From an optimization exercise on the open Yosys and OpenROAD flow, aimed at small area; shortcuts taken in it are not production practice.
The RTL was checked by simulation tests, not by an equivalence proof against the original design.
No activity file was given, so power comes from the tool's default toggle rates.

==> flow/design.v <==
module txnum #(
    parameter               I_CLK_FRQ = 96_000,
    parameter [20:0]        BAUD = 9600,
    parameter [0:0]         PARITY = 0,
    parameter [1:0]         STOP = 1,
    parameter [4:0]         RADIX = 10,
    parameter               SIZE = 32,
    parameter [4:0]         DIGITS = 0
) (
    input                   i_clk,
    input                   i_rst,
    input                   i_en,
    input signed [SIZE-1:0] i_data,
    output wire             o_tx,
    output wire             o_busy
);
    reg  [3:0] bd;
    wire tick = bd[3] & bd[1];
    wire [3:0] bd_inc = {bd[3] ^ (bd[2] & bd[1] & bd[0]), bd[2] ^ (bd[1] & bd[0]),
                         bd[1] ^ bd[0], ~bd[0]};
    always @(posedge i_clk)
        if (i_rst)      bd <= 4'd0;
        else if (tick)  bd <= 4'd1;
        else            bd <= bd_inc;
    localparam [1:0] S_IDLE = 2'd0, S_CALC = 2'd1, S_SIGN = 2'd2, S_SEND = 2'd3;
    reg  [1:0] st;
    assign o_busy = (st != S_IDLE);
    wire idle = (st == S_IDLE);
    reg  [3:0] u;
    reg        td, tn;           
    wire       uidle = (u == 4'd10);
    wire [3:0] u_inc = {u[3] ^ (u[2] & u[1] & u[0]), u[2] ^ (u[1] & u[0]),
                        u[1] ^ u[0], ~u[0]};
    localparam [30:0] POL = 31'h2aaaaaaa;
    reg [30:0] w;
    wire [30:0] v = w ^ POL;
    reg  [4:0] ph;               
    reg        s;                
    reg        a0;               
    reg        ba;               
    reg  [3:0] m;                
    reg  [2:0] C;                
    reg        G;                
    reg        Zh;               
    wire [4:0] ph_inc = {ph[4] ^ (ph[3] & ph[2] & ph[1] & ph[0]),
                         ph[3] ^ (ph[2] & ph[1] & ph[0]),
                         ph[2] ^ (ph[1] & ph[0]), ph[1] ^ ph[0], ~ph[0]};
    wire ph0  = (ph == 5'd0);
    wire ph30 = (ph == 5'd30);
    wire win    = td & ((u == 4'd5 & tick) | u == 4'd6 | u == 4'd7 | u == 4'd8);
    wire bstart = ph0 & win;
    wire bact   = ba | bstart;
    wire seen = C[0];
    wire vb   = v[0] ^ (s & seen);                   
    wire qa   = v[28] & ~(ph == 5'd1 | ph == 5'd2);  
    wire [3:0] cq;                                   
    wire q    = cq[3];
    wire hb = bact ? q : vb;
    wire [2:0] hh = m[3:1];
    wire [2:0] hn;
    wire Gn = G | (hb & (ph >= 5'd5));
    wire ge10 = G | v[4] | (v[3] & (v[2] | v[1]));    
    assign hn[0] = (~hb & hh[0] & ~hh[1]) | (~bact & ~hh[0] & hh[1]) | (bact & hb & ~hh[0] & ~hh[1]) | (~bact & hb & hh[1]) | (~hb & ~hh[0] & hh[1]);
    assign hn[1] = (~hb & hh[2]) | (~hb & hh[0] & ~hh[1]) | (hb & ~hh[0] & hh[1]) | (bact & hh[2]) | (~bact & hb & ~hh[0] & ~hh[2]);
    assign hn[2] = (~hb & hh[0] & hh[1]) | (~bact & hb & hh[2]) | (bact & hb & hh[0] & ~hh[1]);
    assign cq[0] = (~v[0] & qa & ~C[1]) | (~qa & ~C[0] & C[1]) | (qa & C[0] & ~C[1]) | (~v[0] & C[0] & ~C[1]) | (v[0] & ~qa & C[1]) | (v[0] & ~C[0] & C[1]);
    assign cq[1] = (C[2]) | (~v[0] & qa & C[1]) | (qa & C[0] & C[1]) | (~v[0] & C[0] & C[1]);
    assign cq[2] = 1'b0;
    assign cq[3] = (v[0] & ~qa & ~C[0]) | (~v[0] & qa & ~C[0]) | (~v[0] & ~qa & C[0]) | (v[0] & qa & C[0]);
    genvar gi;
    wire [3:0] kk = ph[3:0];             
    wire k0  = ~(kk[3] | kk[2] | kk[1] | kk[0]);
    wire k10 = kk[3] & kk[1];
    wire [30:22] okk;
    wire [20:0] p5;
    assign p5[0] = 1'b1;
    assign p5[1] = 1'b0;
    assign p5[2] = (kk[0]);
    assign p5[3] = (kk[1]);
    assign p5[4] = (kk[1] & ~kk[2]) | (~kk[1] & kk[2]);
    assign p5[5] = (kk[3]) | (kk[0] & kk[1]) | (~kk[1] & kk[2]);
    assign p5[6] = (kk[3]) | (~kk[0] & ~kk[1] & kk[2]) | (kk[0] & kk[1] & ~kk[2]);
    assign p5[7] = (~kk[0] & kk[3]);
    assign p5[8] = (kk[3]) | (kk[1] & kk[2]);
    assign p5[9] = (~kk[0] & ~kk[1] & kk[2]);
    assign p5[10] = (kk[3]) | (~kk[0] & kk[1] & kk[2]) | (kk[0] & ~kk[1] & kk[2]);
    assign p5[11] = (kk[0] & kk[3]) | (~kk[0] & kk[1] & kk[2]) | (kk[0] & ~kk[1] & kk[2]);
    assign p5[12] = (kk[1] & kk[2]) | (~kk[0] & kk[3]);
    assign p5[13] = (kk[1] & kk[2]) | (~kk[0] & kk[3]);
    assign p5[14] = (kk[3]);
    assign p5[15] = (kk[3]);
    assign p5[16] = (kk[3]) | (kk[0] & kk[1] & kk[2]);
    assign p5[17] = 1'b0;
    assign p5[18] = (kk[3]);
    assign p5[19] = (kk[0] & kk[3]);
    assign p5[20] = (kk[0] & kk[3]);
    assign okk[22] = (~kk[3]) | (~kk[0]);
    assign okk[23] = (~kk[3]);
    assign okk[24] = (~kk[1] & ~kk[3]) | (kk[1] & ~kk[2]) | (~kk[0] & kk[2]);
    assign okk[25] = (~kk[1] & ~kk[3]) | (kk[1] & ~kk[2]);
    assign okk[26] = (~kk[2] & ~kk[3]) | (~kk[0] & ~kk[1] & kk[2]);
    assign okk[27] = (~kk[2] & ~kk[3]);
    assign okk[28] = (~kk[0] & ~kk[2] & ~kk[3]) | (~kk[1] & ~kk[2] & ~kk[3]);
    assign okk[29] = (~kk[1] & ~kk[2] & ~kk[3]);
    assign okk[30] = (~kk[0] & ~kk[1] & ~kk[2] & ~kk[3]);
    wire s_eff = s & ~k0;
    wire [21:0] g;
    assign g[0] = s_eff ? seen : 1'b1;
    assign g[1] = v[0] & g[0];
    generate for (gi = 1; gi < 21; gi = gi + 1) begin : g_cmp
        wire t = p5[gi] ^ ~s_eff;
        assign g[gi+1] = (v[gi] & g[gi]) | (v[gi] & t) | (g[gi] & t);
    end endgenerate
    wire [30:21] upo, upa;
    generate for (gi = 21; gi < 31; gi = gi + 1) begin : g_up
        wire ok = (gi == 21) ? 1'b1 : okk[gi];
        assign upo[gi] = ok & v[gi];
        assign upa[gi] = ~ok | v[gi];
    end endgenerate
    wire cmp = ~k10 & (s_eff ? (~g[21] | ~(&upa)) : (g[21] | (|upo)));
    reg f;
    always @(*) case (u)
        4'd1: f = 1'b0;
        4'd2: f = td ? m[0] : (~tn & s);
        4'd3: f = td ? m[1] : tn;
        4'd4: f = td ? m[2] : (~tn & s);
        4'd5: f = td ? m[3] : (tn | s);
        4'd6: f = td;
        4'd7: f = ~tn;
        4'd8: f = 1'b0;
        4'd9: f = 1'b0;
        default: f = 1'b1;
    endcase
    assign o_tx = f;
    always @(posedge i_clk) begin
        if (i_rst) begin
            st <= S_IDLE;
            u  <= 4'd10;
        end else begin
            if (u == 4'd15)                 u <= 4'd0;
            else if (tick && u <= 4'd9)     u <= u_inc;
            else if (uidle && st == S_SIGN) begin
                u <= 4'd0; td <= 1'b0; tn <= 1'b0;
            end else if (uidle && st == S_SEND) begin
                u <= 4'd15; td <= Zh; tn <= ~Zh;
            end
            case (st)
            S_IDLE: if (i_en) st <= S_CALC;
            S_CALC: begin
                Zh <= ~k0;
                if (!cmp) st <= S_SIGN;
            end
            S_SIGN: st <= S_SEND;
            S_SEND: if (uidle && !Zh) st <= S_IDLE;
            endcase
        end
        if (idle) begin
            w  <= i_data[30:0] ^ POL;
            s  <= i_data[31];
            ph <= 5'd0;
            a0 <= 1'b1;
            ba <= 1'b0;
            C  <= 3'd0;
            m  <= 4'd0;
            G  <= 1'b0;
        end else begin
            ph <= ph30 ? 5'd0 : ph_inc;
            w[28:0] <= v[29:1] ^ POL[28:0];
            w[29]   <= ((bact & ~ph0) ? q : v[30]) ^ POL[29];
            w[30]   <= (bact ? 1'b0 : (a0 ? vb : v[0])) ^ POL[30];
            if (ph30) a0 <= 1'b0;
            ba <= bact & ~ph30;
            if (a0) begin
                C[0] <= seen | v[0];
                if (ph0) m[0] <= vb;
                else     m[3:1] <= hn;
                G <= Gn;
            end else if (bact) begin
                if (ph0) begin
                    C <= m[3:1];
                    m[3:1] <= 3'd0;
                    G <= 1'b0;
                    Zh <= ge10;
                end else begin
                    C <= cq[2:0];
                    if (ph == 5'd1) m[0] <= q;
                    else            m[3:1] <= hn;
                    G <= Gn;
                end
            end
        end
    end
endmodule
==> flow/flow/run.sh <==
#!/bin/bash
# Standard layout with these changes, none of which touches the registers:
# - synthesis without adder extraction, and an area-oriented ABC script
#   (deepsyn, choices, area mapping) in place of ORFS's abc_area.script;
# - plain buf_1 cells as the port buffers;
# - one clock buffer level, no dummy loads.
set -euo pipefail
export ADDER_MAP_FILE=
export BUFFER_PORTS_ARGS="-buffer_cell sky130_fd_sc_hd__buf_1"
export CTS_ARGS="-sink_clustering_enable -repair_clock_nets -dont_use_dummy_load -sink_clustering_size 100 -sink_clustering_max_diameter 1000 -sink_buffer_max_cap_derate 1.0 -buf_list sky130_fd_sc_hd__clkbuf_8"
rm -rf scripts_abc
cp -r "$FLOW_HOME/scripts" scripts_abc
printf 'strash\n&get -n\n&deepsyn -T 20\n&put\ndch -f\namap\ntopo\n' > scripts_abc/abc_area.script
SCRIPTS_DIR="$PWD/scripts_abc" bash standard.sh synth > synth.log 2>&1
bash standard.sh > standard.log 2>&1
==> flow/standard.sh <==
#!/bin/bash
# synth_recipe.tcl (not shown) runs the flow's synth.tcl, then flattens the netlist and writes it again
# the make line also repeats each setting of config.mk as NAME=value (left out here)
make -C /OpenROAD-flow-scripts/flow DESIGN_CONFIG=/design/flow/config.mk WORK_HOME=/design/flow/orfs CLKGATE_MAP_FILE= SYNTH_SCRIPT=/design/flow/synth_recipe.tcl "${@:-finish}"
==> flow/config.mk <==
export PLATFORM = sky130hd
export DESIGN_NAME = txnum
export DESIGN_NICKNAME = txnum
export VERILOG_FILES = /design/flow/design.v
export SDC_FILE = /design/flow/constraint.sdc
export NUM_CORES = 4
export LEC_CHECK = 0
export ABC_AREA = 1
export CAP_MARGIN = 20
export CORE_MARGIN = 2
export CORE_UTILIZATION = 40
export SLEW_MARGIN = 20
==> flow/constraint.sdc <==
create_clock -name core_clock -period 14.0 [get_ports {i_clk}]
set_input_delay 2.8000 -clock core_clock [delete_from_list [all_inputs] [get_ports {i_clk}]]
set_output_delay 2.8000 -clock core_clock [all_outputs]
set_load 0.01 [all_outputs]
==> key figures, run 1 <==
Status
  • Status: no timing/DRC/antenna violations

Floorplanning
  • Site Rows: 30
  • CORE AREA: 6870 sq um
  • Starting Density: 41.7%
  • Die ar.: 7860 sq um
  • Io pins: 37
  • Die X-Extent: just under 90 microns
  • Die Height: 88.7 microns

Yosys
  • Register bit total from synthesis: 60
  • Synth Flop Type: dfxtp_1
  • Post-Synthesis Cells: 394
  • Cell taking the most area after synthesis: dfxtp_1
  • Register area share after synthesis: 42.9%
  • Ys Warns: 1
  • Top-count cell post-synth: nor2_1
  • Post-synth top cells: 88 x nor2_1, 57 x dfxtp_1, 53 x clkinv_1
  • Distinct cells, synth: 32
  • Cells taking the most area after synthesis: dfxtp_1 40%, nor2_1 12%, o21ai_0 7.5%, clkinv_1 6.9%, o22ai_1 5.0%
  • Number of flops mapped to enable cells by yosys: 3
  • Syn_nets: ~430
  • FFs w/ async S/R, synth: 0%
  • Mapped Avg Cell Area: 7.28 sq um
  • Yosys top cell area share: 39.8%
  • Cell Area, Synth: 2870 sq um

Placement
  • Hpwl dp: ~5.3 mm
  • PortBufs: 36
  • Setup slack at placement: 9.07 ns
  • Gpl congestion: 0.886
  • Placed cell areas: between 3000 and 4000 sq um
  • Number of cells after detailed placement: 527

GRT
  • Vias in the first global route: 2646
  • First-pass GRT wire length: about 12 mm
  • Initial antenna violation count: 0
  • Largest net degree at the start of global routing: 53
  • Grt total ovfl: 0
  • Tot GR Track Use: 20.0%

Worst setup path
  • CP Class: reg -> reg
  • CP Launch Type: register
  • Crit path buf inv count: 3
  • CP Launch Point: ph[1]
  • Cell mode on critical path: nor2_1
  • CP Capture Type: register
  • Required @ worst endpoint: 14.26 ns
  • CP max stage cell: dfxtp_1
  • Largest delay contributor family on the critical path: compound AO/OA/AOI/OAI gates
  • Crit-path max cell delay: 0.46 ns
  • RR Startpoint: ph[1]
  • Crit path max fanout: 8
  • CP arrival: 5.26 ns

Clock tree
  • CTS tree: done
  • CTS hold repair buffers: 0
  • Worst-Skew Late Latency: 0.34 ns
  • Post_cts resized: 0
  • CTS max path bufs: 2
  • CTS root buffer: clkbuf_8
  • H-tree Lvls: 3
  • Clk slew on worst S/H paths: 0.06 ns
  • TritonCTS Sinks: 60
  • Post-CTS setup buffers: 0
  • CTS Buf Count: 9

Timing
  • Period utilization: 35.7%
  • Slew Limit Fails: 0
  • Clk_skew: around 0.013 ns
  • Final hold vios: 0
  • # setup viols final: 0
  • RSZ-0062 raised after global routing: false
  • Slew HR: 47.8%
  • Period minus WS final: between 5 and 6 ns
  • Setup TNS: 0 ns
  • Worst Tran Pin Value: 0.779 ns
  • Fmax: 0.200 GHz
  • Final setup margin: 9.00 ns

Cells and area
  • Share of cells above drive strength 1: 2.50%
  • Final design area excluding fillers: 3260 sq um
  • Layout area overhead: 13.7%
  • Layout Cells excl Fill: 536
  • Post-layout nets: 477
  • Ant diodes: 0

Power
  • P per Cell Area: 188 nW/um^2
  • Leakage Power: 0.00114 uW
  • Max IR drop VDD: 71.3 uV
  • Total Power: 612 uW

Route
  • WL final: 7.11 mm
  • Via count: between 2000 and 3000
  • Routed Antenna Nets: 0
  • Routed len/inst: roughly 13 microns
  • Pre-Repair DR Iteration Count: 4
  • Initial drt markers: between 150 and 200
  • Via density: roughly 5.3
  • DR DRC count: 0

Flow run
  • Max_cap viols: 0

Hold path
  • Worst min path class: reg -> reg
  • Hold Crit Start: C[2]
[tightest hold or removal path, cell delays in order (launching register included)]
cell and delay [ns]:
dfxtp_1 0.30, clkinv_1 0.05, o32ai_1 0.06
[final cells by class]
| class | count | area [sq um] |
|---|---|---|
| clock buffers | 9 | 124 |
| fillers | 733 | 3610 |
| inverters | 53 | 199 |
| multi-input cells | 281 | 1450 |
| flip-flops and latches | 60 | 1230 |
| well taps | 96 | 120 |
| repair buffers | 37 | 143 |
[sequential cells by signal (all words and copies together), names as in the netlist, 2 cells and up]
register and flops:
C 3, bd 4, m 4, ph 5
st 2, u 4, w 31
[cells in the final DEF, fill, tap and decap left out, types with 2 or more instances in the layout]
master	count
or2_0	2
o21a_1	5
and3_1	2
a31oi_1	5
nand2_1	35
nor2_1	87
edfxtp_1	3
clkinv_1	53
a2111oi_0	4
o22ai_1	23
a211oi_1	8
buf_1	36
o21ai_0	43
nor4_1	3
a21oi_1	17
nand3_1	4
o211ai_1	2
o32ai_1	2
o221ai_1	4
clkbuf_8	9
nor3_1	12
o221a_1	2
a221oi_1	5
nand2b_1	3
nor2b_1	3
or3_1	2
dfxtp_1	57
[stage by stage]
step / hold slack [ns] / util, %
after floorplan: 0.432 / -
after global placement: 0.448 / 45.7
after detailed placement: 0.453 / 45.7
after CTS: 0.461 / 47.5
after global routing: 0.476 / 47.5
final: 0.458 / 47.5
[cell families after synthesis]
group / count (synthesis) / share of synthesized area [%]
compound gates: 126 / 27.7
buf+inv: 53 / 6.94
flops: 60 / 42.9
simple gates: 155 / 22.4
[report_power, final]
part           leakage (uW)  internal [uW]  switching [uW]
Sequential         0.000502            220            41.3
Combinational      0.000571           86.9             147
Clock             0.0000647           57.1            59.3
Total               0.00114            364             248
[final timing paths]
path                end  slack (ns)  depth (start not counted)
setup reg to reg  st[0]        9.00                         30
hold / removal     C[2]        0.46                          2
hold reg to reg    C[2]        0.46                          2
setup / recovery  st[0]        9.00                         30
[per-layer routing]
layer | up-vias | part of all wire [%] | global-route usage [%]
li1 | 1490 | - | -
met1 | 1274 | 46 | 25.2
met2 | 74 | 47 | 33.7
met3 | 12 | 6.0 | 5.78
met4 | 0 | 1.3 | 5.10
met5 | - | 0 | 0
==> run 2: changes to the inputs <==
--- a/flow/flow/run.sh
+++ b/flow/flow/run.sh
@@ -9,3 +9,3 @@
 export BUFFER_PORTS_ARGS="-buffer_cell sky130_fd_sc_hd__buf_1"
-export CTS_ARGS="-sink_clustering_enable -repair_clock_nets -dont_use_dummy_load -sink_clustering_size 100 -sink_clustering_max_diameter 1000 -sink_buffer_max_cap_derate 1.0 -buf_list sky130_fd_sc_hd__clkbuf_8"
+export CTS_ARGS="-repair_clock_nets -dont_use_dummy_load -buf_list sky130_fd_sc_hd__clkbuf_4"
 rm -rf scripts_abc
==> key figures, run 2 <==
Status
  • Status: no timing/DRC/antenna violations (unchanged)

Cells and area
  • Most common cell after layout, fill and taps aside: nor2_1 (unchanged)
  • Post-layout nets: 477 (unchanged)
  • Share of cells above drive strength 1: 2.50% (unchanged)
  • Ant diodes: 0 (unchanged)
  • Reg with most FFs: w (unchanged)
  • Largest registers: w (31), ph (5) (unchanged)
  • Max FFs per register: 31 (unchanged)
  • Layout area overhead: 11.8% (was 13.7%)
  • Most frequent cells in the layout: 87 x nor2_1, 57 x dfxtp_1, 53 x clkinv_1, 43 x o21ai_0, 36 x buf_1 (unchanged)

Yosys
  • Syn_nets: 429 (unchanged)
  • Register area share after synthesis: 42.9% (unchanged)
  • Cell Area, Synth: 2870 sq um (unchanged)
  • Post-Synthesis Cells: 394 (unchanged)
  • Distinct cells, synth: 32 (unchanged)
  • Cell taking the most area after synthesis: dfxtp_1 (unchanged)
  • FFs w/ async S/R, synth: 0% (unchanged)
  • Ys Warns: 1 (unchanged)
  • Yosys top cell area share: 39.8% (unchanged)
  • Cells taking the most area after synthesis: dfxtp_1 40%, nor2_1 12%, o21ai_0 7.5%, clkinv_1 6.9%, o22ai_1 5.0% (unchanged)
  • Synth Flop Type: dfxtp_1 (unchanged)
  • Number of flops mapped to enable cells by yosys: 3 (unchanged)
  • Top-count cell post-synth: nor2_1 (unchanged)
  • Mapped Avg Cell Area: 7.28 sq um (unchanged)
  • Register bit total from synthesis: 60 (unchanged)
  • Post-synth top cells: 88 x nor2_1, 57 x dfxtp_1, 53 x clkinv_1 (unchanged)

Power
  • Sw power: 244 uW (was 248 uW)
  • Comb power frac: 40.3% (was 38.3%)
  • Cell internal pwr: 336 uW (was 364 uW)
  • Max IR drop VDD: 73.9 uV (was 71.3 uV)
  • Leakage Power: 0.00111 uW (was 0.00114 uW)
  • Register share of total power: 44.9% (was 42.7%)
  • Share of total power in the clock network: 14.8% (was 19.0%)
  • Total Power: 580 uW (was 612 uW)
  • P per Cell Area: 181 nW/um^2 (was 188 nW/um^2)
  • Switching share of total power: 42.0% (was 40.5%)

Placement
  • PortBufs: 36 (unchanged)
  • Setup slack at placement: 9.07 ns (unchanged)
  • Hpwl dp: 5.34 mm (unchanged)
  • Gpl congestion: 0.886 (unchanged)

Timing
  • Worst Tran Pin Value: 0.773 ns (was 0.779 ns)
  • Fmax: 0.200 GHz (about the same)
  • # setup viols final: 0 (unchanged)
  • Period minus WS final: 4.99 ns (was 5.00 ns)
  • Final setup margin: 9.01 ns (was 9.00 ns)
  • Setup TNS: 0 ns (unchanged)
  • Final hold vios: 0 (unchanged)
  • Clk_skew: 0.0234 ns (was 0.0126 ns)
  • Period utilization: 35.6% (was 35.7%)
  • RSZ-0062 raised after global routing: false (unchanged)
  • Slew HR: 48.2% (was 47.8%)
  • Slew Limit Fails: 0 (unchanged)

Worst setup path
  • Cell mode on critical path: nor2_1 (unchanged)
  • Worst reg-to-reg path cell count: 30 (unchanged)
  • CP Capture Type: register (unchanged)
  • CP Class: reg -> reg (unchanged)
  • Crit-path max cell delay: 0.47 ns (was 0.46 ns)
  • Crit path max fanout: 8 (unchanged)
  • Required @ worst endpoint: 14.34 ns (was 14.26 ns)
  • CP arrival: 5.33 ns (was 5.26 ns)
  • CP Launch Type: register (unchanged)
  • CP max stage cell: dfxtp_1 (unchanged)

Floorplanning
  • Io pins: 37 (unchanged)
  • Die Height: 88.7 microns (unchanged)
  • Site Rows: 30 (unchanged)
  • Starting Density: 41.7% (unchanged)
  • CORE AREA: 6870 sq um (unchanged)
  • Die ar.: 7860 sq um (unchanged)
  • Die X-Extent: 88.7 microns (unchanged)

Clock tree
  • CTS hold repair buffers: 0 (unchanged)
  • CTS root buffer: clkbuf_4 (was clkbuf_8)
  • Post-CTS setup buffers: 0 (unchanged)
  • Post_cts resized: 0 (unchanged)
  • CTS tree: done (unchanged)
  • Worst-Skew Late Latency: 0.42 ns (was 0.34 ns)
  • H-tree Lvls: 3 (unchanged)
  • CTS max path bufs: 2 (unchanged)
  • CTS Buf Count: 9 (unchanged)
  • Clk slew on worst S/H paths: 0.09 ns (was 0.06 ns)
  • TritonCTS Sinks: 60 (unchanged)

GRT
  • First-pass GRT wire length: 12.2 mm (unchanged)
  • Initial antenna violation count: 0 (unchanged)
  • Tot GR Track Use: 20.2% (was 20.0%)
  • Largest net degree at the start of global routing: 53 (unchanged)
  • Grt total ovfl: 0 (unchanged)
  • Vias in the first global route: 2653 (was 2646)

Route
  • Via count: 2859 (was 2850)
  • Routed len/inst: 13.2 microns (was 13.3 microns)
  • Routed Antenna Nets: 0 (unchanged)
  • Pre-Repair DR Iteration Count: 5 (was 4)
  • Initial drt markers: 153 (was 181)
  • DR DRC count: 0 (unchanged)
  • Via density: 5.33 (was 5.32)
  • WL final: 7.09 mm (was 7.11 mm)

Hold path
  • Worst min path class: reg -> reg (unchanged)
  • Hold path cells: 2 (unchanged)

Flow run
  • Max_cap viols: 0 (unchanged)
## run 2: logic make-up (layout without fill, tap and decap cells)
group                  count (synthesis)  after routing  synth area share, %
AND/OR/NAND/NOR                      155            155                 22.4
flip-flops                            60             60                 42.9
buffers and inverters                 53             99                 6.94
AO/OA/AOI/OAI                        126            126                 27.7
## run 2: area by class of cell
| type | count | area [sq um] |
|---|---|---|
| timing repair buffer | 37 | 143 |
| inverter | 53 | 199 |
| sequential | 60 | 1230 |
| tap | 96 | 120 |
| clock buffer | 9 | 67.6 |
| multi-input combinational | 281 | 1450 |
| fill | 738 | 3660 |
## run 2: final timing paths
path / start / slack [ns] / end
setup / recovery: ph[1] / 9.01 / st[0]
hold / removal: C[2] / 0.46 / C[2]
setup reg to reg: ph[1] / 9.01 / st[0]
hold reg to reg: C[2] / 0.46 / C[2]
## run 2: metal layers
layer / vias up / track usage (%) / wire, microns
li1: 1491 / - / -
met1: 1266 / 25.2 / 3220
met2: 88 / 33.6 / 3280
met3: 14 / 5.22 / 442
met4: 0 / 7.58 / 138
met5: - / 0 / 0
## run 2: critical path: cells and delay by family (launching register included)
kind            cells  cell delay (ns)
simple gates       10             1.32
flops               1             0.47
compound gates     17             2.62
buf+inv             3             0.51
## run 2: power groups by stage
stage,registers (uW),clock network (uW),logic (uW)
after global routing,268,94.4,271
after floorplan,250,0,183
after detailed placement,265,0,233
after global placement,264,0,232
after CTS,261,89.4,234
final,261,85.7,234
## run 2: per-stage QoR
step	cells	hold WS, ns	cell area (sq um)	util, %
detailed placement	527	0.453	3140	45.7
floorplan	394	0.432	2870	-
finish	536	0.462	3210	46.7
global placement	527	0.448	3140	45.7
global route	536	0.481	3210	46.7
CTS	536	0.465	3210	46.7
==> run 3: changes to the inputs <==
--- a/flow/flow/run.sh
+++ b/flow/flow/run.sh
@@ -9,3 +9,3 @@
 export BUFFER_PORTS_ARGS="-buffer_cell sky130_fd_sc_hd__buf_1"
-export CTS_ARGS="-repair_clock_nets -dont_use_dummy_load -buf_list sky130_fd_sc_hd__clkbuf_4"
+export CTS_ARGS="-sink_clustering_enable -repair_clock_nets -dont_use_dummy_load -sink_clustering_size 100 -sink_clustering_max_diameter 1000 -root_buf sky130_fd_sc_hd__clkbuf_8 -buf_list sky130_fd_sc_hd__clkbuf_2"
 rm -rf scripts_abc
==> key figures, run 3 <==
Yosys
  • Ys Warns: 1 (unchanged)
  • Cell taking the most area after synthesis: dfxtp_1 (unchanged)
  • Top-count cell post-synth: nor2_1 (unchanged)
  • Distinct cells, synth: 32 (unchanged)
  • Post-synth top cells: 88 x nor2_1, 57 x dfxtp_1, 53 x clkinv_1 (unchanged)
  • Register area share after synthesis: 42.9% (unchanged)
  • Yosys top cell area share: 39.8% (unchanged)
  • FFs w/ async S/R, synth: 0% (unchanged)
  • Synth Area in XOR/XNOR: 0% (unchanged)
  • Post-synthesis simple-gate area fraction: 22.4% (unchanged)
  • Cells taking the most area after synthesis: dfxtp_1 40%, nor2_1 12%, o21ai_0 7.5%, clkinv_1 6.9%, o22ai_1 5.0% (unchanged)
  • Register bit total from synthesis: 60 (unchanged)
  • Adder-Cell Fraction of Synth Area: 0% (unchanged)
  • Syn_nets: 429 (unchanged)
  • Mux cell area share after synthesis: 0% (unchanged)
  • Number of flops mapped to enable cells by yosys: 3 (unchanged)
  • Cell Area, Synth: 2870 sq um (unchanged)
  • Post-Synthesis Cells: 394 (unchanged)
  • Largest family of logic cells by synthesized area: compound AO/OA/AOI/OAI gates (unchanged)
  • Mapped Avg Cell Area: 7.28 sq um (unchanged)
  • Synth Flop Type: dfxtp_1 (unchanged)
  • Synth Area in Compound Gates: 27.7% (unchanged)

Cells and area
  • Most frequent cells in the layout: 87 x nor2_1, 57 x dfxtp_1, 53 x clkinv_1, 43 x o21ai_0, 36 x buf_1 (unchanged)
  • Reg with most FFs: w (unchanged)
  • Most common cell after layout, fill and taps aside: nor2_1 (unchanged)
  • Layout area overhead: 13.7% (was 11.8%)
  • Largest registers: w (31), ph (5) (unchanged)
  • Multi-input logic area: 1450 sq um (unchanged)
  • Core Util, Final: 47.5% (was 46.7%)
  • Reg area: 1230 sq um (unchanged)
  • Final design area excluding fillers: 3260 sq um (was 3210 sq um)
  • Max FFs per register: 31 (unchanged)
  • Fillers: 733 (was 738)
  • Share of cells above drive strength 1: 2.50% (unchanged)
  • Layout Cells excl Fill: 536 (unchanged)
  • Ant diodes: 0 (unchanged)
  • Post-layout nets: 477 (unchanged)

Timing
  • Period utilization: 35.7% (was 35.6%)
  • Slew HR: 47.8% (was 48.2%)
  • # setup viols final: 0 (unchanged)
  • Final hold vios: 0 (unchanged)
  • Setup TNS: 0 ns (unchanged)
  • Slew Limit Fails: 0 (unchanged)
  • Worst Tran Pin Value: 0.779 ns (was 0.773 ns)
  • Period minus WS final: 5.00 ns (was 4.99 ns)
  • RSZ-0062 raised after global routing: false (unchanged)
  • Clk_skew: 0.0126 ns (was 0.0234 ns)
  • Fmax: 0.200 GHz (about the same)

Placement
  • Placed cell areas: 3140 sq um (unchanged)
  • Gpl congestion: 0.886 (unchanged)
  • Hpwl dp: 5.34 mm (unchanged)
  • Number of cells after detailed placement: 527 (unchanged)
  • PortBufs: 36 (unchanged)

Floorplanning
  • Site Rows: 30 (unchanged)
  • Io pins: 37 (unchanged)
  • Die X-Extent: 88.7 microns (unchanged)
  • Die ar.: 7860 sq um (unchanged)
  • Die Height: 88.7 microns (unchanged)
  • Starting Density: 41.7% (unchanged)
  • CORE AREA: 6870 sq um (unchanged)

Route
  • WL final: 7.11 mm (was 7.09 mm)
  • Routed len/inst: 13.3 microns (was 13.2 microns)
  • Via density: 5.32 (was 5.33)
  • Initial drt markers: 181 (was 153)
  • Via count: 2850 (was 2859)
  • Routed Antenna Nets: 0 (unchanged)
  • DR DRC count: 0 (unchanged)
  • Pre-Repair DR Iteration Count: 4 (was 5)

Clock tree
  • CTS max path bufs: 2 (unchanged)
  • TritonCTS Sinks: 60 (unchanged)
  • CTS Buf Count: 9 (unchanged)
  • Post-CTS setup buffers: 0 (unchanged)
  • Clk slew on worst S/H paths: 0.06 ns (was 0.09 ns)
  • CTS root buffer: clkbuf_8 (was clkbuf_4)
  • Post_cts resized: 0 (unchanged)
  • CTS hold repair buffers: 0 (unchanged)
  • CTS tree: done (unchanged)
  • Worst-Skew Late Latency: 0.34 ns (was 0.42 ns)
  • H-tree Lvls: 3 (unchanged)

GRT
  • First-pass GRT wire length: 12.2 mm (unchanged)
  • Largest net degree at the start of global routing: 53 (unchanged)
  • Vias in the first global route: 2646 (was 2653)
  • Tot GR Track Use: 20.0% (was 20.2%)
  • Initial antenna violation count: 0 (unchanged)
  • Grt total ovfl: 0 (unchanged)

Flow run
  • Max_cap viols: 0 (unchanged)

Status
  • Status: no timing/DRC/antenna violations (unchanged)

Power
  • P per Cell Area: 188 nW/um^2 (was 181 nW/um^2)
  • Leakage Power: 0.00114 uW (was 0.00111 uW)
  • Max IR drop VDD: 71.3 uV (was 73.9 uV)

Worst setup path
  • CP Class: reg -> reg (unchanged)
  • CP Launch Type: register (unchanged)
  • CP arrival: 5.26 ns (was 5.33 ns)
  • CP Capture Type: register (unchanged)
  • Required @ worst endpoint: 14.26 ns (was 14.34 ns)
  • Crit path max fanout: 8 (unchanged)
  • Cell mode on critical path: nor2_1 (unchanged)
  • CP max stage cell: dfxtp_1 (unchanged)
  • Crit-path max cell delay: 0.46 ns (was 0.47 ns)

Hold path
  • Worst min path class: reg -> reg (unchanged)
-- run 3: cell counts after synthesis --
Identical to the previous run, type by type.
-- run 3: logic make-up (layout without fill, tap and decap cells) --
| kind of cell | after synthesis | after routing |
|---|---|---|
| buffers and inverters | 53 | 99 |
| and+or+nand+nor | 155 | 155 |
| DFF | 60 | 60 |
| AOI/OAI and AO/OA | 126 | 126 |
-- run 3: power breakdown --
part	internal, uW	switching (uW)
sequential	220	41.3
combinational	86.9	147
clock	57.1	59.3
-- run 3: area by class of cell --
class | instances | share of cell area [%]
Tap cell | 96 | 3.68
Clock buffer | 9 | 3.80
Sequential cell | 60 | 37.7
Inverter | 53 | 6.10
Multi-Input combinational cell | 281 | 44.3
Timing Repair Buffer | 37 | 4.37
-- run 3: final timing paths --
path	start	slack, ns	cells past startpoint	endpoint
worst min-delay path	C[2]	0.46	2	C[2]
worst max-delay path	ph[1]	9.00	30	st[0]
worst max register to register	ph[1]	9.00	30	st[0]
worst min register to register	C[2]	0.46	2	C[2]
-- run 3: per-stage QoR --
stage / worst slack (ns) / hold slack, ns / power (uW)
after floorplan: 8.29 / 0.432 / 432
after global placement: 9.18 / 0.448 / 496
after detailed placement: 9.07 / 0.453 / 498
after CTS: 9.01 / 0.461 / 616
after global routing: 8.38 / 0.476 / 666
final: 9.00 / 0.458 / 612
-- run 3: layer usage --
| layer | share of wire, % | vias to the layer above | GRT usage [%] |
|---|---|---|---|
| li1 | - | 1490 | - |
| met1 | 46 | 1274 | 25.2 |
| met2 | 47 | 74 | 33.7 |
| met3 | 6.0 | 12 | 5.78 |
| met4 | 1.3 | 0 | 5.10 |
| met5 | 0 | - | 0 |
-- run 3: critical path, delay by kind of cell, from the launching register on --
kind / cells / cell delay (ns)
flip-flops: 1 / 0.46
buffers and inverters: 3 / 0.52
AO/OA/AOI/OAI: 17 / 2.63
AND/OR/NAND/NOR: 10 / 1.32
==> run 4: changes to the inputs <==
--- a/flow/flow/run.sh
+++ b/flow/flow/run.sh
@@ -9,3 +9,3 @@
 export BUFFER_PORTS_ARGS="-buffer_cell sky130_fd_sc_hd__buf_1"
-export CTS_ARGS="-sink_clustering_enable -repair_clock_nets -dont_use_dummy_load -sink_clustering_size 100 -sink_clustering_max_diameter 1000 -root_buf sky130_fd_sc_hd__clkbuf_8 -buf_list sky130_fd_sc_hd__clkbuf_2"
+export CTS_ARGS="-sink_clustering_enable -repair_clock_nets -dont_use_dummy_load -sink_clustering_size 100 -sink_clustering_max_diameter 1000 -buf_list sky130_fd_sc_hd__clkbuf_4"
 rm -rf scripts_abc
==> key figures, run 4 <==
Status
  • Status: no timing/DRC/antenna violations (unchanged)

Clock tree
  • CTS max path bufs: 2 (unchanged)
  • CTS root buffer: clkbuf_4 (was clkbuf_8)
  • Clk slew on worst S/H paths: 0.09 ns (was 0.06 ns)
  • Worst-Skew Late Latency: 0.42 ns (was 0.34 ns)
  • Post-CTS setup buffers: 0 (unchanged)
  • CTS hold repair buffers: 0 (unchanged)
  • TritonCTS Sinks: 60 (unchanged)
  • H-tree Lvls: 3 (unchanged)
  • Post_cts resized: 0 (unchanged)
  • CTS tree: done (unchanged)
  • CTS Buf Count: 9 (unchanged)

Timing
  • RSZ-0062 raised after global routing: false (unchanged)
  • Fmax: 0.200 GHz (about the same)
  • Slew Limit Fails: 0 (unchanged)
  • Slew HR: 48.2% (was 47.8%)
  • Hold_ws: 0.462 ns (was 0.458 ns)
  • # setup viols final: 0 (unchanged)
  • Period utilization: 35.6% (was 35.7%)
  • Final hold vios: 0 (unchanged)
  • Clk_skew: 0.0234 ns (was 0.0126 ns)
  • Worst Tran Pin Value: 0.773 ns (was 0.779 ns)
  • Period minus WS final: 4.99 ns (was 5.00 ns)
  • Setup TNS: 0 ns (unchanged)

GRT
  • Grt total ovfl: 0 (unchanged)
  • Tot GR Track Use: 20.2% (was 20.0%)
  • Vias in the first global route: 2653 (was 2646)
  • Initial antenna violation count: 0 (unchanged)
  • First-pass GRT wire length: 12.2 mm (unchanged)
  • Largest net degree at the start of global routing: 53 (unchanged)

Yosys
  • Distinct cells, synth: 32 (unchanged)
  • Register area share after synthesis: 42.9% (unchanged)
  • Cell Area, Synth: 2870 sq um (unchanged)
  • Ys Warns: 1 (unchanged)
  • Mapped Avg Cell Area: 7.28 sq um (unchanged)
  • Synth Flop Type: dfxtp_1 (unchanged)
  • Register bit total from synthesis: 60 (unchanged)
  • Yosys top cell area share: 39.8% (unchanged)
  • FFs w/ async S/R, synth: 0% (unchanged)
  • Top-count cell post-synth: nor2_1 (unchanged)
  • Post-synth top cells: 88 x nor2_1, 57 x dfxtp_1, 53 x clkinv_1 (unchanged)
  • Number of flops mapped to enable cells by yosys: 3 (unchanged)
  • Cell taking the most area after synthesis: dfxtp_1 (unchanged)
  • Syn_nets: 429 (unchanged)
  • Cells taking the most area after synthesis: dfxtp_1 40%, nor2_1 12%, o21ai_0 7.5%, clkinv_1 6.9%, o22ai_1 5.0% (unchanged)
  • Post-Synthesis Cells: 394 (unchanged)

Cells and area
  • Layout area overhead: 11.8% (was 13.7%)
  • Fillers: 738 (was 733)
  • Largest registers: w (31), ph (5) (unchanged)
  • Reg area: 1230 sq um (unchanged)
  • Max FFs per register: 31 (unchanged)
  • Layout Cells excl Fill: 536 (unchanged)
  • Reg with most FFs: w (unchanged)
  • Core Util, Final: 46.7% (was 47.5%)
  • Post-layout nets: 477 (unchanged)
  • Ant diodes: 0 (unchanged)
  • Final design area excluding fillers: 3210 sq um (was 3260 sq um)
  • Most frequent cells in the layout: 87 x nor2_1, 57 x dfxtp_1, 53 x clkinv_1, 43 x o21ai_0, 36 x buf_1 (unchanged)
  • Most common cell after layout, fill and taps aside: nor2_1 (unchanged)
  • Share of cells above drive strength 1: 2.50% (unchanged)
  • Multi-input logic area: 1450 sq um (unchanged)

Placement
  • Gpl congestion: 0.886 (unchanged)
  • Number of cells after detailed placement: 527 (unchanged)
  • Hpwl dp: 5.34 mm (unchanged)
  • PortBufs: 36 (unchanged)
  • Placed cell areas: 3140 sq um (unchanged)

Worst setup path
  • CP arrival: 5.33 ns (was 5.26 ns)
  • CP Class: reg -> reg (unchanged)
  • Crit-path max cell delay: 0.47 ns (was 0.46 ns)
  • Cell mode on critical path: nor2_1 (unchanged)
  • Crit path max fanout: 8 (unchanged)
  • CP max stage cell: dfxtp_1 (unchanged)
  • CP Capture Type: register (unchanged)
  • Required @ worst endpoint: 14.34 ns (was 14.26 ns)
  • Largest delay contributor family on the critical path: compound AO/OA/AOI/OAI gates (unchanged)
  • Crit path buf inv count: 3 (unchanged)
  • CP Launch Type: register (unchanged)

Route
  • Pre-Repair DR Iteration Count: 5 (was 4)
  • Initial drt markers: 153 (was 181)
  • Via count: 2859 (was 2850)
  • Via density: 5.33 (was 5.32)
  • WL final: 7.09 mm (was 7.11 mm)
  • DR DRC count: 0 (unchanged)
  • Routed Antenna Nets: 0 (unchanged)
  • Routed len/inst: 13.2 microns (was 13.3 microns)

Power
  • P per Cell Area: 181 nW/um^2 (was 188 nW/um^2)
  • Max IR drop VDD: 73.9 uV (was 71.3 uV)
  • Leakage Power: 0.00111 uW (was 0.00114 uW)

Floorplanning
  • CORE AREA: 6870 sq um (unchanged)
  • Die X-Extent: 88.7 microns (unchanged)
  • Die ar.: 7860 sq um (unchanged)
  • Die Height: 88.7 microns (unchanged)
  • Starting Density: 41.7% (unchanged)
  • Site Rows: 30 (unchanged)
  • Io pins: 37 (unchanged)

Hold path
  • Worst min path class: reg -> reg (unchanged)

Flow run
  • Max_cap viols: 0 (unchanged)
[run 4: worst paths after layout]
path	endpoint	start	cells after the start	slack, ns
setup / recovery	st[0]	ph[1]	30	9.01
hold / removal	C[2]	C[2]	2	0.46
setup reg to reg	st[0]	ph[1]	30	9.01
hold reg to reg	C[2]	C[2]	2	0.46
[run 4: final cells by class]
cell class	instances	share of cell area, %
Inverter	53	6.21
Sequential cell	60	38.4
Clock buffer	9	2.11
Multi-Input combinational cell	281	45.1
Tap cell	96	3.75
Timing Repair Buffer	37	4.45
[run 4: logic make-up after synthesis]
family / Yosys count / share of synthesized area (%)
flops: 60 / 42.9
buf+inv: 53 / 6.94
compound gates: 126 / 27.7
simple gates: 155 / 22.4
[run 4: worst reg2reg max path: cells and delay by family (launching register included)]
kind	cells	cell delay (ns)
AO/OA/AOI/OAI	17	2.62
buffers and inverters	3	0.51
flip-flops	1	0.47
AND/OR/NAND/NOR	10	1.34
[run 4: metrics by stage]
stage | setup WS, ns | total power, uW
6_report | 9.01 | 580
5_1_grt | 8.38 | 634
4_1_cts | 9.01 | 585
3_5_place_dp | 9.07 | 498
3_3_place_gp | 9.18 | 496
2_1_floorplan | 8.29 | 432
[run 4: power breakdown]
group / total, uW / switching (uW) / internal, uW / leakage [uW]
clock: 85.7 / 56.0 / 29.8 / 0.0000414
sequential: 261 / 41.2 / 220 / 0.000502
combinational: 234 / 147 / 86.9 / 0.000571
total: 580 / 244 / 336 / 0.00111
[run 4: per-layer routing]
layer | wire [microns] | vias to the layer above | track usage (%)
li1 | - | 1491 | -
met5 | 0 | - | 0
met2 | 3280 | 88 | 33.6
met4 | 138 | 0 | 7.58
met3 | 442 | 14 | 5.22
met1 | 3220 | 1266 | 25.2
==> run 5: changes to the inputs <==
--- a/flow/design.v
+++ b/flow/design.v
@@ -41,3 +41,3 @@
     reg  [3:0] m;                
-    reg  [2:0] C;                
+    reg  [1:0] C;                
     reg        G;                
@@ -55,4 +55,5 @@
     wire qa   = v[28] & ~(ph == 5'd1 | ph == 5'd2);  
-    wire [3:0] cq;                                   
-    wire q    = cq[3];
+    wire [2:0] cq;                                   
+    wire [2:0] c1q;                                  
+    wire q    = (ph == 5'd1) ? c1q[2] : cq[2];
     wire hb = bact ? q : vb;
@@ -65,6 +66,8 @@
     assign hn[2] = (~hb & hh[0] & hh[1]) | (~bact & hb & hh[2]) | (bact & hb & hh[0] & ~hh[1]);
-    assign cq[0] = (~v[0] & qa & ~C[1]) | (~qa & ~C[0] & C[1]) | (qa & C[0] & ~C[1]) | (~v[0] & C[0] & ~C[1]) | (v[0] & ~qa & C[1]) | (v[0] & ~C[0] & C[1]);
-    assign cq[1] = (C[2]) | (~v[0] & qa & C[1]) | (qa & C[0] & C[1]) | (~v[0] & C[0] & C[1]);
-    assign cq[2] = 1'b0;
-    assign cq[3] = (v[0] & ~qa & ~C[0]) | (~v[0] & qa & ~C[0]) | (~v[0] & ~qa & C[0]) | (v[0] & qa & C[0]);
+    assign cq[0] = (~v[0] & C[0]) | (~qa & C[1]) | (v[0] & C[1]) | (qa & C[0]) | (~v[0] & qa & ~C[1]);
+    assign cq[1] = (~v[0] & qa & C[1]);
+    assign cq[2] = (v[0] & ~qa & ~C[0]) | (~v[0] & qa & ~C[0]) | (~v[0] & ~qa & C[0]) | (v[0] & qa & C[0]);
+    assign c1q[0] = (v[0] & hh[1]) | (~hh[0] & hh[1]) | (~v[0] & hh[0] & ~hh[1]);
+    assign c1q[1] = (hh[2]) | (~v[0] & hh[0] & hh[1]);
+    assign c1q[2] = (v[0] & ~hh[0]) | (~v[0] & hh[0]);
     genvar gi;
@@ -162,3 +165,3 @@
             ba <= 1'b0;
-            C  <= 3'd0;
+            C  <= 2'd0;
             m  <= 4'd0;
@@ -179,10 +182,10 @@
                 if (ph0) begin
-                    C <= m[3:1];
-                    m[3:1] <= 3'd0;
                     G <= 1'b0;
                     Zh <= ge10;
+                end else if (ph == 5'd1) begin
+                    C <= c1q[1:0];
+                    m <= {3'd0, q};
                 end else begin
-                    C <= cq[2:0];
-                    if (ph == 5'd1) m[0] <= q;
-                    else            m[3:1] <= hn;
+                    C <= cq[1:0];
+                    m[3:1] <= hn;
                     G <= Gn;
--- a/flow/flow/run.sh
+++ b/flow/flow/run.sh
@@ -3,3 +3,3 @@
 # - synthesis without adder extraction, and an area-oriented ABC script
-#   (deepsyn, choices, area mapping) in place of ORFS's abc_area.script;
+#   (deepsyn, choices, area mapping, twice) in place of ORFS's abc_area.script;
 # - plain buf_1 cells as the port buffers;
@@ -12,3 +12,3 @@
 cp -r "$FLOW_HOME/scripts" scripts_abc
-printf 'strash\n&get -n\n&deepsyn -T 20\n&put\ndch -f\namap\ntopo\n' > scripts_abc/abc_area.script
+printf 'strash\n&get -n\n&deepsyn -T 20\n&put\ndch -f\namap\nstrash\n&get -n\n&deepsyn -T 20\n&put\ndch -f\namap\ntopo\n' > scripts_abc/abc_area.script
 SCRIPTS_DIR="$PWD/scripts_abc" bash standard.sh synth > synth.log 2>&1
--- a/flow/config.mk
+++ b/flow/config.mk
@@ -10,3 +10,3 @@
 export CORE_MARGIN = 2
-export CORE_UTILIZATION = 40
+export CORE_UTILIZATION = 70
 export SLEW_MARGIN = 20
==> key figures, run 5 <==
Status
  • Status: no timing/DRC/antenna violations (unchanged)

Worst setup path
  • CP max stage cell: dfxtp_1 (unchanged)
  • Crit path buf inv count: 2 (was 3)
  • CP Launch Type: register (unchanged)
  • CP arrival: 1.90 ns (was 5.33 ns)
  • CP Class: reg -> out (was reg -> reg)
  • Largest delay contributor family on the critical path: simple AND/OR/NAND/NOR gates (was compound AO/OA/AOI/OAI gates)
  • CP Capture Type: output pin (was register)
  • Crit path max fanout: 6 (was 8)
  • Crit-path max cell delay: 0.43 ns (was 0.47 ns)
  • Required @ worst endpoint: 11.20 ns (was 14.34 ns)
  • Critical-path cell list: clkinv_1, nor2_1, nor3_1, a21oi_1, o21ai_0, nand3_1, nand3_1, buf_1
  • Cell mode on critical path: nand3_1 (was nor2_1)

Clock tree
  • Clk slew on worst S/H paths: 0.08 ns (was 0.09 ns)
  • CTS Buf Count: 9 (unchanged)
  • H-tree Lvls: 3 (unchanged)
  • Post-CTS setup buffers: 0 (unchanged)
  • CTS root buffer: clkbuf_4 (unchanged)
  • Worst-Skew Late Latency: 0.40 ns (was 0.42 ns)
  • Post_cts resized: 0 (unchanged)
  • TritonCTS Sinks: 59 (was 60)
  • CTS tree: done (unchanged)
  • CTS hold repair buffers: 0 (unchanged)
  • CTS max path bufs: 2 (unchanged)

Timing
  • Worst Tran Pin Value: 0.659 ns (was 0.773 ns)
  • Setup TNS: 0 ns (unchanged)
  • Final hold vios: 0 (unchanged)
  • Slew HR: 55.7% (was 48.2%)
  • Period minus WS final: 4.70 ns (was 4.99 ns)
  • Slew Limit Fails: 0 (unchanged)
  • Clk_skew: 0.0197 ns (was 0.0234 ns)
  • # setup viols final: 0 (unchanged)
  • Period utilization: 33.6% (was 35.6%)
  • Fmax: 0.213 GHz (was 0.200 GHz)
  • RSZ-0062 raised after global routing: false (unchanged)

Yosys
  • Number of flops mapped to enable cells by yosys: 3 (unchanged)
  • Ys Warns: 1 (unchanged)
  • Syn_nets: 417 (was 429)
  • Distinct cells, synth: 38 (was 32)
  • Register bit total from synthesis: 59 (was 60)
  • Cell Area, Synth: 2820 sq um (was 2870 sq um)
  • Post-Synthesis Cells: 382 (was 394)
  • Cell taking the most area after synthesis: dfxtp_1 (unchanged)
  • Yosys top cell area share: 39.7% (was 39.8%)
  • Top-count cell post-synth: nor2_1 (unchanged)
  • Cells taking the most area after synthesis: dfxtp_1 40%, nor2_1 8.8%, o21ai_0 7.4%, o22ai_1 6.0%, clkinv_1 5.9% (was dfxtp_1 40%, nor2_1 12%, o21ai_0 7.5%, clkinv_1 6.9%, o22ai_1 5.0%)
  • Post-synth top cells: 66 x nor2_1, 56 x dfxtp_1, 44 x clkinv_1 (was 88 x nor2_1, 57 x dfxtp_1, 53 x clkinv_1)
  • Mapped Avg Cell Area: 7.39 sq um (was 7.28 sq um)
  • Synth Flop Type: dfxtp_1 (unchanged)
  • FFs w/ async S/R, synth: 0% (unchanged)
  • Register area share after synthesis: 42.9% (about the same)

Floorplanning
  • Die Height: 67.5 microns (was 88.7 microns)
  • CORE AREA: 3940 sq um (was 6870 sq um)
  • Die ar.: 4560 sq um (was 7860 sq um)
  • Die X-Extent: 67.5 microns (was 88.7 microns)
  • Io pins: 37 (unchanged)
  • Site Rows: 23 (was 30)
  • Starting Density: 71.6% (was 41.7%)

Hold path
  • Worst min path class: reg -> reg (unchanged)

Placement
  • Number of cells after detailed placement: 469 (was 527)
  • Hpwl dp: 4.94 mm (was 5.34 mm)
  • Gpl congestion: 0.981 (was 0.886)
  • PortBufs: 36 (unchanged)

Power
  • Switching share of total power: 44.8% (was 42.0%)
  • Cell internal pwr: 392 uW (was 336 uW)
  • Comb power frac: 46.1% (was 40.3%)
  • Max IR drop VDD: 136 uV (was 73.9 uV)
  • Share of total power in the clock network: 11.5% (was 14.8%)
  • Leakage Power: 0.00110 uW (was 0.00111 uW)
  • Sw power: 319 uW (was 244 uW)
  • P per Cell Area: 229 nW/um^2 (was 181 nW/um^2)
  • Register share of total power: 42.5% (was 44.9%)

Cells and area
  • Most common cell after layout, fill and taps aside: nor2_1 (unchanged)
  • Most frequent cells in the layout: 65 x nor2_1, 56 x dfxtp_1, 44 x clkinv_1, 42 x nand2_1, 42 x o21ai_0 (was 87 x nor2_1, 57 x dfxtp_1, 53 x clkinv_1, 43 x o21ai_0, 36 x buf_1)
  • Multi-input logic area: 1450 sq um (about the same)
  • Layout Cells excl Fill: 478 (was 536)
  • Reg area: 1210 sq um (was 1230 sq um)
  • Share of cells above drive strength 1: 2.57% (was 2.50%)
  • Reg with most FFs: w (unchanged)
  • Largest registers: w (31), ph (5) (unchanged)
  • Max FFs per register: 31 (unchanged)
  • Post-layout nets: 465 (was 477)
  • Layout area overhead: 9.93% (was 11.8%)
  • Fillers: 308 (was 738)
  • Ant diodes: 0 (unchanged)

Route
  • Pre-Repair DR Iteration Count: 6 (was 5)
  • DR DRC count: 0 (unchanged)
  • Met3 routed WL: 419 microns (was 442 microns)
  • Via density: 6.04 (was 5.33)
  • Initial drt markers: 226 (was 153)
  • Max layer used: met4 (unchanged)
  • Met1 wire length: 2.85 mm (was 3.22 mm)
  • WL final: 6.72 mm (was 7.09 mm)
  • Via count: 2886 (was 2859)
  • Routed Antenna Nets: 0 (unchanged)
  • Routed len/inst: 14.1 microns (was 13.2 microns)
  • Met2 WL post-DR: 3.28 mm (about the same)

GRT
  • Largest net degree at the start of global routing: 55 (was 53)
  • Tot GR Track Use: 32.1% (was 20.2%)
  • Grt total ovfl: 0 (unchanged)
  • Vias in the first global route: 2535 (was 2653)
  • First-pass GRT wire length: 10.9 mm (was 12.2 mm)
  • Initial antenna violation count: 0 (unchanged)

Flow run
  • Max_cap viols: 0 (unchanged)
run 5: changes by cell type after synthesis, sizes merged, moves of 3 or more:
| cell | delta |
|---|---|
| nor2 | -22 |
| clkinv | -9 |
| nand2 | +7 |
| nor3 | +6 |
| a31oi | -4 |
| o22ai | +4 |
| a21oi | +3 |
| a221oi | -3 |
| a22oi | +3 |
| nand3 | +3 |
| o221ai | -3 |
run 5: logic make-up (layout without fill, tap and decap cells):
group / Yosys count / in the layout / share of synthesized area (%)
buf+inv: 44 / 90 / 5.85
flops: 59 / 59 / 42.9
simple gates: 149 / 149 / 22.3
compound gates: 130 / 130 / 28.9
run 5: metrics by stage:
stage | util, % | area [sq um] | worst slack, ns | total power, uW | hold WS [ns]
after floorplan | - | 2820 | 8.28 | 540 | 0.432
after global routing | 78.7 | 3100 | 9.11 | 773 | 0.475
after CTS | 78.7 | 3100 | 9.31 | 708 | 0.467
final | 78.7 | 3100 | 9.30 | 711 | 0.466
after detailed placement | 77.0 | 3040 | 9.76 | 627 | 0.457
after global placement | 77.0 | 3040 | 9.76 | 614 | 0.441
run 5: path summary, 6_finish.rpt:
path | start | endpoint | slack (ns) | cells after the start
setup reg to reg | ph[0] | st[0] | 9.74 | 26
hold / removal | w[6] | w[5] | 0.47 | 1
hold reg to reg | w[6] | w[5] | 0.47 | 1
setup / recovery | u[2] | o_tx | 9.30 | 8
run 5: cell type report:
cell class	instances	share of cell area [%]
clock buffer	9	2.18
timing repair buffer	37	4.60
multi-input combinational	279	46.9
inverter	44	5.32
tap	50	2.02
sequential	59	39.0
run 5: power groups by stage:
stage	Clock (uW)	Combinational [uW]	Sequential (uW)
floorplan	0	256	284
global placement	0	311	302
detailed placement	0	322	305
CTS	82.8	324	301
global route	90.4	372	311
finish	81.4	327	302
run 5: routing by layer:
layer,global-route usage (%),up-vias
met5,0,-
met2,52.8,119
met4,15.1,0
met1,38.7,1286
li1,-,1460
met3,9.17,21
==> run 6: changes to the inputs <==
--- a/flow/design.v
+++ b/flow/design.v
@@ -29,3 +29,4 @@
     reg  [3:0] u;
-    reg        td, tn;           
+    reg  [1:0] ty;               
+    wire       td = ty[1] & ~ty[0];
     wire       uidle = (u == 4'd10);
@@ -37,3 +38,2 @@
     reg  [4:0] ph;               
-    reg        s;                
     reg        a0;               
@@ -42,2 +42,3 @@
     reg  [1:0] C;                
+    wire       s = C[1];
     reg        G;                
@@ -126,8 +127,8 @@
         4'd1: f = 1'b0;
-        4'd2: f = td ? m[0] : (~tn & s);
-        4'd3: f = td ? m[1] : tn;
-        4'd4: f = td ? m[2] : (~tn & s);
-        4'd5: f = td ? m[3] : (tn | s);
-        4'd6: f = td;
-        4'd7: f = ~tn;
+        4'd2: f = ty[1] ? (~ty[0] & m[0]) : ty[0];
+        4'd3: f = ty[1] & (ty[0] | m[1]);
+        4'd4: f = ty[1] ? (~ty[0] & m[2]) : ty[0];
+        4'd5: f = ty[1] ? (ty[0] | m[3]) : ty[0];
+        4'd6: f = ty[1] & ~ty[0];
+        4'd7: f = ~(ty[1] & ty[0]);
         4'd8: f = 1'b0;
@@ -145,5 +146,5 @@
             else if (uidle && st == S_SIGN) begin
-                u <= 4'd0; td <= 1'b0; tn <= 1'b0;
+                u <= 4'd0; ty <= {1'b0, s};
             end else if (uidle && st == S_SEND) begin
-                u <= 4'd15; td <= Zh; tn <= ~Zh;
+                u <= 4'd15; ty <= {1'b1, ~Zh};
             end
@@ -161,3 +162,2 @@
             w  <= i_data[30:0] ^ POL;
-            s  <= i_data[31];
             ph <= 5'd0;
@@ -165,3 +165,3 @@
             ba <= 1'b0;
-            C  <= 2'd0;
+            C  <= {i_data[31], 1'b0};
             m  <= 4'd0;
==> key figures, run 6 <==
Floorplanning
  • Die ar.: 4540 sq um (was 4560 sq um)
  • Die X-Extent: 67.4 microns (was 67.5 microns)
  • Site Rows: 23 (unchanged)
  • CORE AREA: 3940 sq um (unchanged)
  • Starting Density: 71.4% (was 71.6%)
  • Io pins: 37 (unchanged)
  • Die Height: 67.4 microns (was 67.5 microns)

Timing
  • # setup viols final: 0 (unchanged)
  • Hold_ws: 0.460 ns (was 0.466 ns)
  • Fmax: 0.179 GHz (was 0.213 GHz)
  • Worst Tran Pin Value: 1.01 ns (was 0.659 ns)
  • RSZ-0062 raised after global routing: false (unchanged)
  • Final hold vios: 0 (unchanged)
  • Period minus WS final: 5.58 ns (was 4.70 ns)
  • Setup TNS: 0 ns (unchanged)
  • Slew HR: 32.8% (was 55.7%)
  • Slew Limit Fails: 0 (unchanged)
  • Period utilization: 39.9% (was 33.6%)
  • Clk_skew: 0.0164 ns (was 0.0197 ns)

GRT
  • First-pass GRT wire length: 10.7 mm (was 10.9 mm)
  • Tot GR Track Use: 31.4% (was 32.1%)
  • Vias in the first global route: 2485 (was 2535)
  • Initial antenna violation count: 0 (unchanged)
  • Grt total ovfl: 0 (unchanged)
  • Largest net degree at the start of global routing: 54 (was 55)

Cells and area
  • Layout area overhead: 9.69% (was 9.93%)
  • Fillers: 310 (was 308)
  • Share of cells above drive strength 1: 2.32% (was 2.57%)
  • Reg with most FFs: w (unchanged)
  • Most common cell after layout, fill and taps aside: nor2_1 (unchanged)
  • Post-layout nets: 468 (was 465)
  • Most frequent cells in the layout: 68 x nor2_1, 56 x clkinv_1, 55 x dfxtp_1, 47 x nand2_1, 37 x o21ai_0 (was 65 x nor2_1, 56 x dfxtp_1, 44 x clkinv_1, 42 x nand2_1, 42 x o21ai_0)
  • Largest registers: w (31), ph (5) (unchanged)
  • Layout Cells excl Fill: 481 (was 478)
  • Ant diodes: 0 (unchanged)
  • Max FFs per register: 31 (unchanged)

Yosys
  • Largest family of logic cells by synthesized area: compound AO/OA/AOI/OAI gates (unchanged)
  • Mapped Avg Cell Area: 7.29 sq um (was 7.39 sq um)
  • Number of flops mapped to enable cells by yosys: 3 (unchanged)
  • Yosys top cell area share: 39.1% (was 39.7%)
  • Distinct cells, synth: 36 (was 38)
  • Ys Warns: 1 (unchanged)
  • Adder-Cell Fraction of Synth Area: 0% (unchanged)
  • Synth Area in XOR/XNOR: 0% (unchanged)
  • Register bit total from synthesis: 58 (was 59)
  • Syn_nets: 421 (was 417)
  • Cell Area, Synth: 2820 sq um (about the same)
  • Post-Synthesis Cells: 386 (was 382)
  • Synth Area in Compound Gates: 28.4% (was 28.9%)
  • Post-synthesis simple-gate area fraction: 21.8% (was 22.3%)
  • Register area share after synthesis: 42.3% (was 42.9%)
  • Top-count cell post-synth: nor2_1 (unchanged)
  • Mux cell area share after synthesis: 0% (unchanged)
  • Synth Flop Type: dfxtp_1 (unchanged)
  • Post-synth top cells: 69 x nor2_1, 56 x clkinv_1, 55 x dfxtp_1 (was 66 x nor2_1, 56 x dfxtp_1, 44 x clkinv_1)
  • Cells taking the most area after synthesis: dfxtp_1 39%, nor2_1 9.2%, clkinv_1 7.5%, o21ai_0 6.6%, nand2_1 6.3% (was dfxtp_1 40%, nor2_1 8.8%, o21ai_0 7.4%, o22ai_1 6.0%, clkinv_1 5.9%)
  • FFs w/ async S/R, synth: 0% (unchanged)
  • Cell taking the most area after synthesis: dfxtp_1 (unchanged)

Clock tree
  • CTS max path bufs: 2 (unchanged)
  • CTS root buffer: clkbuf_4 (unchanged)
  • Post-CTS setup buffers: 0 (unchanged)
  • Worst-Skew Late Latency: 0.39 ns (was 0.40 ns)
  • Post_cts resized: 0 (unchanged)
  • CTS Buf Count: 9 (unchanged)
  • CTS tree: done (unchanged)
  • TritonCTS Sinks: 58 (was 59)
  • H-tree Lvls: 3 (unchanged)
  • CTS hold repair buffers: 0 (unchanged)
  • Clk slew on worst S/H paths: 0.09 ns (was 0.08 ns)

Route
  • WL final: 6.56 mm (was 6.72 mm)
  • DR DRC count: 0 (unchanged)
  • Routed len/inst: 13.6 microns (was 14.1 microns)
  • Routed Antenna Nets: 0 (unchanged)
  • Via count: 2887 (was 2886)
  • Initial drt markers: 251 (was 226)
  • Pre-Repair DR Iteration Count: 7 (was 6)
  • Via density: 6.00 (was 6.04)

Flow run
  • Max_cap viols: 0 (unchanged)

Power
  • Cell internal pwr: 234 uW (was 392 uW)
  • Leakage Power: 0.00110 uW (about the same)
  • Max IR drop VDD: 73.4 uV (was 136 uV)
  • P per Cell Area: 108 nW/um^2 (was 229 nW/um^2)
  • Comb power frac: 18.5% (was 46.1%)
  • Sw power: 100 uW (was 319 uW)
  • Register share of total power: 57.1% (was 42.5%)
  • Switching share of total power: 30.0% (was 44.8%)
  • Total Power: 334 uW (was 711 uW)
  • Share of total power in the clock network: 24.4% (was 11.5%)

Worst setup path
  • CP Capture Type: output pin (unchanged)
  • Critical-path cell list: nor2_4, clkinv_1, buf_1 (was clkinv_1, nor2_1, nor3_1, a21oi_1, o21ai_0, nand3_1, nand3_1, buf_1)
  • Required @ worst endpoint: 11.20 ns (about the same)
  • CP Class: reg -> out (unchanged)
  • Crit path max fanout: 53 (was 6)
  • CP Launch Type: register (unchanged)
  • CP max stage cell: clkinv_1 (was dfxtp_1)
  • CP arrival: 2.78 ns (was 1.90 ns)
  • Crit-path max cell delay: 0.92 ns (was 0.43 ns)

Hold path
  • Worst min path class: reg -> reg (unchanged)

Placement
  • PortBufs: 36 (unchanged)
  • Number of cells after detailed placement: 472 (was 469)
  • Gpl congestion: 0.916 (was 0.981)
  • Hpwl dp: 4.93 mm (was 4.94 mm)

Status
  • Status: no timing/DRC/antenna violations (unchanged)
[run 6: changes by cell type in the layout (fill, tap and decap cells not counted), sizes merged, moves of 4 or more]
cell    change
clkinv     +12
o21ai       -5
a211oi      -6
o32ai       +4
a21oi       -4
nand2       +5
[run 6: final timing paths]
path / end / depth (start not counted) / start / slack [ns]
hold / removal: w[11] / 1 / w[12] / 0.46
setup reg to reg: st[0] / 26 / ph[0] / 9.09
hold reg to reg: w[11] / 1 / w[12] / 0.46
setup / recovery: o_busy / 3 / st[0] / 8.42
[run 6: critical path: cells and delay by family (launching register included)]
family        cells  cell delay [ns]
flops             1             0.37
buf+inv           2             1.23
simple gates      1             0.77
[run 6: metal layers]
layer	up-vias	wire length, microns	global-route usage, %
li1	1474	-	-
met1	1295	3130	42.1
met2	100	2840	47.4
met3	18	446	6.17
met4	0	145	17.3
met5	-	0	0
[run 6: power by group through the flow]
stage          logic [uW]  clock network (uW)  registers, uW
6_report             61.9                81.6            191
5_1_grt              70.3                89.7            192
4_1_cts              61.2                82.8            191
3_5_place_dp         60.8                   0            194
3_3_place_gp         58.5                   0            194
2_1_floorplan        46.4                   0            191
[run 6: metrics by stage]
step	utilization [%]	cell area [sq um]	setup WS, ns
floorplan	-	2820	8.31
global placement	76.6	3020	8.97
detailed placement	76.6	3020	8.87
CTS	78.3	3090	8.44
global route	78.3	3090	8.17
finish	78.3	3090	8.42
[run 6: area by class of cell]
| class | count | area [sq um] | area share, % |
|---|---|---|---|
| Multi-Input combinational cell | 272 | 1420 | 46.0 |
| Sequential cell | 58 | 1190 | 38.6 |
| Inverter | 56 | 210 | 6.81 |
| Timing Repair Buffer | 36 | 135 | 4.38 |
| Clock buffer | 9 | 67.6 | 2.19 |
| Tap cell | 50 | 62.6 | 2.03 |
[run 6: logic make-up (layout without fill, tap and decap cells)]
family,after synthesis,in the layout
AO/OA/AOI/OAI,123,123
flip-flops,58,58
AND/OR/NAND/NOR,149,149
buffers and inverters,56,101

## port drivers added, routing unchanged
No port has a modelled driver above. Below, the same layouts with a new extraction and two added sets of constraints. Step 1 sets driving cells, clkbuf_16 on the clock port and buf_2 on the other inputs (assumed; they add their load-dependent delay and slew). Step 2 moves the port delays by t, midway between the first and last clock arrival at a register: inputs arrive t later, outputs are due t later. That takes back most of the time a late clock gives input paths. a / b / c = ideal ports / drivers / drivers and shift; a / b = the first two.
run	t, ns	setup slack, ns	pins driven straight from the clock port
run 1	0.361	8.999 / 8.999 / 8.999	1
run 2	0.438	9.011 / 9.011 / 9.011	1
run 3	0.361	8.999 / 8.999 / 8.999	1
run 4	0.438	9.011 / 9.011 / 9.011	1
run 5	0.417	9.302 / 9.275 / 9.693	1
run 6	0.408	8.417 / 8.392 / 8.800	1
After both steps setup and hold are still met in every run listed.
